This design comes from an exercise in tuning for small area on the open sky130 flow, not from production work.
In this exercise RTL edits were held to simulation tests only and were not proved equivalent to the original.

--- flow/config.mk ---
export PLATFORM = sky130hd
export DESIGN_NAME = Main_project
export DESIGN_NICKNAME = Main_project
export VERILOG_FILES = /design/flow/design.v
export SDC_FILE = /design/flow/constraint.sdc
export NUM_CORES = 4
export LEC_CHECK = 0
export CAP_MARGIN = 20
export CORE_MARGIN = 2
export CORE_UTILIZATION = 40
export SLEW_MARGIN = 20
--- flow/constraint.sdc ---
create_clock -name core_clock -period 11.0 [get_ports {CLK}]
set_input_delay 2.2000 -clock core_clock [delete_from_list [all_inputs] [get_ports {CLK}]]
set_output_delay 2.2000 -clock core_clock [all_outputs]
set_load 0.01 [all_outputs]
--- flow/design.v ---
module reg_mux #(parameter F_width = 18, parameter RSTTYPE = "SYNC", parameter F_reg = 1) (
    input [F_width-1:0] F,
    input clk,CE,
    input reset,
    output reg [F_width-1:0] f_mux_out
);
    reg [F_width-1:0] F_reg1;
    generate
        if (RSTTYPE == "SYNC") begin : sync_reset
            always @(posedge clk) begin
                if (reset) begin
                    F_reg1 <= 0;
                end else if (F_reg == 1) begin
                    F_reg1 <= F;
                end
            end
        end
    endgenerate
    generate
        if (RSTTYPE == "UNSYNC") begin : async_reset
            always @(posedge clk or posedge reset) begin
                if (reset) begin
                    F_reg1 <= 0;
                end else if (F_reg == 1) begin
                    F_reg1 <= F;
                end
            end
        end
    endgenerate
    always @(posedge clk) begin
        if (F_reg == 1 && CE) begin
            f_mux_out <= F_reg1;
        end else begin
            f_mux_out <= F;
        end
    end
endmodule
module mux48(A,B,C,D,SEL,OUT);
input [47:0] A,B,C,D;
input [1:0] SEL;
output reg[47:0] OUT;
always @(*) begin
    case(SEL)
        2'b00: OUT = A;
        2'b01: OUT = B;
        2'b10: OUT = C;
        2'b11: OUT = D;
    endcase
end
endmodule
module Main_project(A,B,C,D,CARRYIN,M,P,CARRYOUT,CARRYOUTF,CLK,OPMODE,CEA,CEB,CEC,CECARRYIN,
CED,CEM,CEOPMODE,CEP,RSTA,RSTB,RSTC,RSTCARRYIN,RSTD,RSTM,RSTOPMODE,RSTP,BCIN,BCOUT,PCIN,PCOUT);
parameter A0REG = 1;
parameter A1REG = 1;
parameter B0REG = 1;
parameter B1REG = 1;
parameter CREG = 1;
parameter DREG = 1;
parameter MREG = 1;
parameter PREG = 1;
parameter CARRYINREG = 1;
parameter CARRYOUTREG = 1;
parameter OPMODEREG = 1;
parameter CARRYINSEL = "OPMODES";  
parameter B_INPUT = "DIRECT";  
parameter RSTTYPE = "SYNC";  
input [17:0] A,B,D,BCIN;
input [47:0] C;
input CARRYIN;  
output wire [35:0] M; 
output wire [47:0] P;
output wire CARRYOUT,CARRYOUTF;
input CLK,CEA,CEB,CEC,CECARRYIN,CED,CEM,CEOPMODE,CEP;
input [7:0] OPMODE; 
input RSTA,RSTB,RSTC,RSTCARRYIN,RSTD,RSTM,RSTOPMODE,RSTP;
output wire [17:0] BCOUT;
output wire [47:0] PCOUT;
input [47:0] PCIN;
wire [17:0] A0,A1,B0,B1,D0;
wire [47:0] P0;
wire [35:0] M0;
wire [7:0]Opmode0;
wire CARRYOUT0,CarryInValue,CarryIn0;
wire [47:0] C0;
wire [17:0] valueB;
wire [17:0] preadderout,preadderout_mux;
wire [35:0] multiplier_out;
wire [47:0] postadderout;  
wire CARRYOUT0_IN;  
wire [47:0] x_out,z_out,concatenatedDAB;
assign concatenatedDAB = {D,A,B};
assign valueB = (B_INPUT   == "DIRECT") ? B :
                   (B_INPUT == "CASCADE") ? BCIN :
                   18'b0;  
assign CarryInValue = (CARRYINSEL == "OPMODES") ? Opmode0[5] :
                   (CARRYINSEL == "CARRYIN") ? CARRYIN :
                   1'b0;
reg_mux #(.F_width(18), .RSTTYPE(RSTTYPE), .F_reg(A0REG)) A0_reg_mux (.F(A),.clk(CLK),.reset(RSTA),.f_mux_out(A0),.CE(CEA));
reg_mux #(.F_width(18), .RSTTYPE(RSTTYPE), .F_reg(B0REG)) B0_reg_mux (.F(valueB),.clk(CLK),.reset(RSTB),.f_mux_out(B0),.CE(CEB));
reg_mux #(.F_width(48), .RSTTYPE(RSTTYPE), .F_reg(CREG)) C_reg_mux (.F(C),.clk(CLK),.reset(RSTC),.f_mux_out(C0),.CE(CEC)); 
reg_mux #(.F_width(18), .RSTTYPE(RSTTYPE), .F_reg(DREG)) D_reg_mux (.F(D),.clk(CLK),.reset(RSTD),.f_mux_out(D0),.CE(CED)); 
reg_mux #(.F_width(8), .RSTTYPE(RSTTYPE), .F_reg(OPMODEREG)) Opmode_reg_mux (.F(OPMODE),.clk(CLK),.reset(RSTOPMODE),.f_mux_out(Opmode0),.CE(CEOPMODE));
assign preadderout = (Opmode0[6]) ? D0 - B0 : D0 + B0;
assign preadderout_mux = (Opmode0[4]) ? preadderout : valueB;
reg_mux #(.F_width(18), .RSTTYPE(RSTTYPE), .F_reg(A1REG)) A1_reg_mux (.F(A0),.clk(CLK),.reset(RSTA),.f_mux_out(A1),.CE(CEA));
reg_mux #(.F_width(18), .RSTTYPE(RSTTYPE), .F_reg(B1REG)) B1_reg_mux (.F(preadderout_mux),.clk(CLK),.reset(RSTB),.f_mux_out(B1),.CE(CEB));  
assign BCOUT = B1;
assign multiplier_out = A1 * B1;
reg_mux #(.F_width(36), .RSTTYPE(RSTTYPE), .F_reg(MREG)) M_reg_mux (.F(multiplier_out),.clk(CLK),.reset(RSTM),.f_mux_out(M0) ,.CE(CEM)); 
assign M = M0;
reg_mux #(.F_width(1), .RSTTYPE(RSTTYPE), .F_reg(CARRYINREG)) CYI (.F(CarryInValue),.clk(CLK),.reset(RSTCARRYIN),.f_mux_out(CarryIn0),.CE(CECARRYIN));
mux48 x_mux(.A({48'b0}),.B({12'b0,multiplier_out}),.C(P),.D(concatenatedDAB),.SEL(Opmode0[1:0]),.OUT(x_out));   
mux48 z_mux(.A({48'b0}),.B(PCIN),.C(P),.D(C),.SEL(Opmode0[3:2]),.OUT(z_out)); 
assign {CARRYOUT0_IN,postadderout} = (Opmode0[7]) ? z_out - (x_out + CarryIn0) : z_out + (x_out + CarryIn0);
reg_mux #(.F_width(48), .RSTTYPE(RSTTYPE), .F_reg(PREG)) P_reg_mux (.F(postadderout),.clk(CLK),.reset(RSTP),.f_mux_out(P0),.CE(CEP));
reg_mux #(.F_width(1), .RSTTYPE(RSTTYPE), .F_reg(CARRYOUTREG)) CYO (.F(CARRYOUT0_IN),.clk(CLK),.reset(RSTP),.f_mux_out(CARRYOUT0),.CE(CEP));
assign P = P0;
assign PCOUT = P0;
assign CARRYOUT = CARRYOUT0;
assign CARRYOUTF = CARRYOUT0;
 endmodule
--- flow/run.sh ---
#!/bin/bash
# synth_recipe.tcl (not shown) runs the flow's synth.tcl, then flattens the netlist and writes it again
# the make line also repeats each setting of config.mk as NAME=value (left out here)
make -C /OpenROAD-flow-scripts/flow DESIGN_CONFIG=/design/flow/config.mk WORK_HOME=/design/flow/orfs CLKGATE_MAP_FILE= SYNTH_SCRIPT=/design/flow/synth_recipe.tcl finish
==> summary.txt <==
Die
The initial utilization of the core area, before any placement, comes to 0.404. The die covers 0.0803 mm2. The boundary pin count is 346. The core outline area is 0.0773 mm2. The site row count is 102. The floorplan step set the die height to 283 um. From left edge to right edge, the die measures 283 um.

Worst hold path
The worst hold path belongs to the class reg2reg. The capture endpoint of the worst hold path is B1_reg_mux.f_mux_out[8]. The cell depth of the worst min-delay path is 2. The launch instance of the worst min-delay path is B1_reg_mux.F_reg1[8].

Timing
The hold violation count in the final report came to 0. For the finished layout, the period the worst path requires is 10500 ps. Setup violations remaining at the end of the flow were counted as 0. The post-route clock period utilization is 0.954. The count of final max-slew check failures was 0. The normalized max-slew margin is 0.221. The peak clock frequency supported by timing is 95.3 MHz. The slew at the pin closest to its max-slew limit is 1160 ps. Across the routed clock network, the largest skew measured is 24.4 ps.

Yosys
The gate count after technology mapping is 3528. During synthesis, Yosys emitted a total of 6 warnings. The number of library cell types mapped by synthesis is 118. The average cell area after synthesis is 8.85 um2. The fraction of registers with async set/reset is 0. After synthesis the netlist holds a flip-flop and latch count of 368.

Yosys attributes the largest share of cell area to dfxtp_1 (24%), fa_1 (17%), ha_1 (7.2%), mux2_2 (6.1%), nand2_1 (4.9%). Of the post-synthesis cell area, the dominant cell type holds 0.236. The net count of the mapped netlist is 4159. For this run, the register share of the synthesized area comes to 0.236. In this run, synthesis inferred 0 flip-flops with an integrated enable. The most frequently used flop master after synthesis is dfxtp_1.

The mapped cell area is 0.0312 mm2. The largest total area in the synthesized netlist belongs to dfxtp_1.

Setup path
The reg-to-reg startpoint is A1_reg_mux.f_mux_out[10]. The type of destination of the critical path is a register. The startpoint kind of the worst setup timing path is a register.

For the worst setup path, the data required time is 11440 ps. On the worst path, the slowest cell contributes a delay of 580 ps. In this run the register-to-register setup slack is 500 ps. Together, buffers and inverters on the worst path number 2.

The cell depth of the worst flop-to-flop path is 36. Among cell families on the critical path, the largest total delay comes from adder cells. The maximum net fanout on the critical path is 11.

The end of the worst register-to-register path is P_reg_mux.f_mux_out[46]. For this design, the slowest cell found on the critical path is fa_1. The worst setup path is of the reg2reg kind. The worst path arrival time is 10930 ps. The cell that appears most often on the critical path is fa_1.

GRT
The overall fraction of global-route tracks in use is 0.234. The pin count of the biggest net entering global routing is 101. The via count of the first global-routing pass is 25100. The initial antenna violation count was 1. Summed over all layers, the global routing overflow is 0. The first global-routing pass estimated 147 mm of wire.

Finish
The fraction of final layout cells sized beyond drive strength 1 is 0.137. At the end of the flow the core is filled with cells to 0.484. The number of nets in the layout is 4452. The count of fill cells added during filler insertion is 7609. The area growth from synthesis to layout is 19.9%.

The finished cells cover 0.0374 mm2.

Drt
The number of remaining DRC errors is 0. The via count is 25200. The via count normalized by instance count is 5.14. The final wirelength is 94.7 mm. For this run, the detailed router's first-pass iteration total came to 5. After detailed routing, the average wire length per cell comes to 19.3 um.

In this run, the number of DRC markers left after iteration 0 of detailed routing was 1515. The number of nets still failing antenna checks after routing is 0.

Place
In this run the tool buffered the top-level ports with 324 buffer cells. Detailed placement finished with a half-perimeter wire length of 76.1 mm. The post-detailed-placement cell area is 0.0358 mm2. Routability-driven placement finished with a final weighted congestion of 0.921.

Clock network
CTS built an H-tree with a depth of 2. The count of hold-fix buffers inserted at cts is 0. Clock-pin slew was measured on the worst setup and hold paths at 60 ps. The cell at the root of the clock tree is clkbuf_16. The clock sink count is 368. The clock buffer count from CTS is 43. Clock latency on the worst-skew pair, taken at its later pin, is 590 ps. The clock passes through at most 3 buffers. The TritonCTS clock tree is done.

Flow run
The number of maximum-capacitance constraint violations is 0.

Outcome
The flow ran to the end and the layout has no timing, DRC or antenna violations.
[worst min-delay path, cell delays in order (launching register included)]
cell	delay, ps
dfxtp_1	290
inv_1	40
mux2i_1	50
[cell usage in the layout (no fill, tap or decap), types with 25 or more instances in the layout]
| cell | synthesis | final |
|---|---|---|
| nand3_1 | 42 | 41 |
| xor2_1 | 72 | 71 |
| nor3_1 | 40 | 39 |
| dfxtp_1 | 368 | 342 |
| clkbuf_16 | 0 | 43 |
| clkdlybuf4s50_1 | 0 | 317 |
| and3_1 | 25 | 25 |
| and2_1 | 155 | 155 |
| inv_1 | 349 | 349 |
| o21a_1 | 32 | 32 |
| nor2_1 | 212 | 211 |
| fa_1 | 258 | 258 |
| a21o_1 | 41 | 41 |
| nor2b_1 | 118 | 115 |
| a31oi_1 | 27 | 26 |
| xnor2_1 | 112 | 110 |
| a22o_1 | 50 | 50 |
| mux2_2 | 170 | 170 |
| nand2_1 | 405 | 405 |
| a21oi_1 | 111 | 109 |
| buf_4 | 58 | 142 |
| mux2i_1 | 47 | 47 |
| o21ai_0 | 154 | 150 |
| ha_1 | 179 | 172 |
[Yosys cell counts (16+ instances only)]
| cell type | number |
|---|---|
| a211oi_1 | 18 |
| a21o_1 | 41 |
| a21oi_1 | 111 |
| a22o_1 | 50 |
| a31oi_1 | 27 |
| and2_1 | 155 |
| and3_1 | 25 |
| buf_1 | 17 |
| buf_2 | 21 |
| buf_4 | 58 |
| clkbuf_1 | 124 |
| dfxtp_1 | 368 |
| fa_1 | 258 |
| ha_1 | 179 |
| inv_1 | 349 |
| mux2_2 | 170 |
| mux2i_1 | 47 |
| nand2_1 | 405 |
| nand3_1 | 42 |
| nand4_1 | 18 |
| nor2_1 | 212 |
| nor2b_1 | 118 |
| nor3_1 | 40 |
| nor4_1 | 16 |
| o21a_1 | 32 |
| o21ai_0 | 154 |
| o21ai_1 | 16 |
| xnor2_1 | 112 |
| xor2_1 | 72 |
[state kept, by name, indices dropped and copies added, names as in the netlist]
signal,cells
A0_reg_mux.F_reg1,18
A0_reg_mux.f_mux_out,18
A1_reg_mux.F_reg1,18
A1_reg_mux.f_mux_out,18
B0_reg_mux.F_reg1,18
B0_reg_mux.f_mux_out,18
B1_reg_mux.F_reg1,18
B1_reg_mux.f_mux_out,18
CYI.F_reg1,1
CYI.f_mux_out,1
CYO.F_reg1,1
CYO.f_mux_out,1
D_reg_mux.F_reg1,18
D_reg_mux.f_mux_out,18
M_reg_mux.F_reg1,36
M_reg_mux.f_mux_out,36
Opmode_reg_mux.F_reg1,8
Opmode_reg_mux.f_mux_out,8
P_reg_mux.F_reg1,48
P_reg_mux.f_mux_out,48
[how the worst max path moves through the flow]
| stage | from | endpoint | slack, ps | cells past startpoint |
|---|---|---|---|---|
| 2_1_floorplan | A1_reg_mux.f_mux_out[10] | CYO.F_reg1 | 1130 | 40 |
| 3_3_place_gp | A1_reg_mux.f_mux_out[6] | CYO.F_reg1 | 180 | 37 |
| 3_5_place_dp | A1_reg_mux.f_mux_out[6] | CYO.F_reg1 | 190 | 37 |
| 4_1_cts | A1_reg_mux.f_mux_out[6] | CYO.F_reg1 | 110 | 37 |
| 5_1_grt | A1_reg_mux.f_mux_out[5] | P_reg_mux.f_mux_out[46] | -10 | 40 |
| 6_report | A1_reg_mux.f_mux_out[10] | P_reg_mux.f_mux_out[46] | 500 | 36 |
[logic make-up (layout without fill, tap and decap cells)]
family / count (synthesis) / count (layout) / share of synthesized area
multiplexers: 217 / 217 / 0.0764
AND/OR/NAND/NOR: 1132 / 1132 / 0.180
buffers and inverters: 573 / 899 / 0.0775
adder cells (fa/ha/maj): 437 / 437 / 0.237
XOR/XNOR: 186 / 186 / 0.0527
flip-flops: 368 / 368 / 0.236
AO/OA/AOI/OAI: 615 / 615 / 0.140
other: 0 / 1 / 0
[what timing repair did]
item                                    4_1_cts  5_1_grt
resized for setup                             0       59
setup buffers                                 0        3
endpoints found under the hold margin         0        0
endpoints found under the setup margin        0       19
[per-stage QoR]
stage	hold slack (ps)	instances	setup WS (ps)	TNS, ps
after floorplan	401	3528	1130	0
after global placement	408	4813	183	0
after detailed placement	416	4813	189	0
after CTS	429	4891	109	0
after global routing	444	4894	-13.0	-13.0
final	423	4895	504	0
[cell type report]
type | instances | area, um2 | area share
Inverter | 351 | 1320 | 0.0352
Multi-Input combinational cell | 2587 | 21600 | 0.577
Clock inverter | 24 | 297 | 0.00792
Timing Repair Buffer | 470 | 4350 | 0.116
Sequential cell | 368 | 7410 | 0.198
Antenna cell | 1 | 2.50 | 0.0000669
Tap cell | 1040 | 1300 | 0.0348
Clock buffer | 54 | 1160 | 0.0309
[routing by layer]
layer / GRT usage / up-vias / wire length (um)
li1: - / 12300 / -
met1: 0.320 / 12100 / 43400
met2: 0.381 / 620 / 43600
met3: 0.0326 / 123 / 4580
met4: 0.0741 / 0 / 3160
met5: 0 / - / 0

## re-timing with driven ports
The results above use ideal ports. As a check the final layout listed here was re-extracted and re-timed, cells and wires unchanged.
Step 1 (the two cells are an assumption about what drives the block):
set clk [get_ports {CLK}]
set_driving_cell -lib_cell sky130_fd_sc_hd__clkbuf_16 $clk
set_driving_cell -lib_cell sky130_fd_sc_hd__buf_2 [delete_from_list [all_inputs] $clk]
Step 2 times the ports against the registers' clock, not the clock port: input delays grow and output delays shrink by t, the midpoint of the rising clock arrivals with the driver on.
a / b / c = no drivers / after step 1 / after step 2; a / b = the first two.
t (ns): 0.641
setup slack, ns: 0.504 / 0.504 / 0.504
worst setup path after step 2: register to register
slew at the worst register clock pin (ns): 0.07 / 0.07
After both steps setup and hold are still met in this run. The setup slack of this run moves by 0.000 ns with the drivers and by 0.000 ns with both steps.
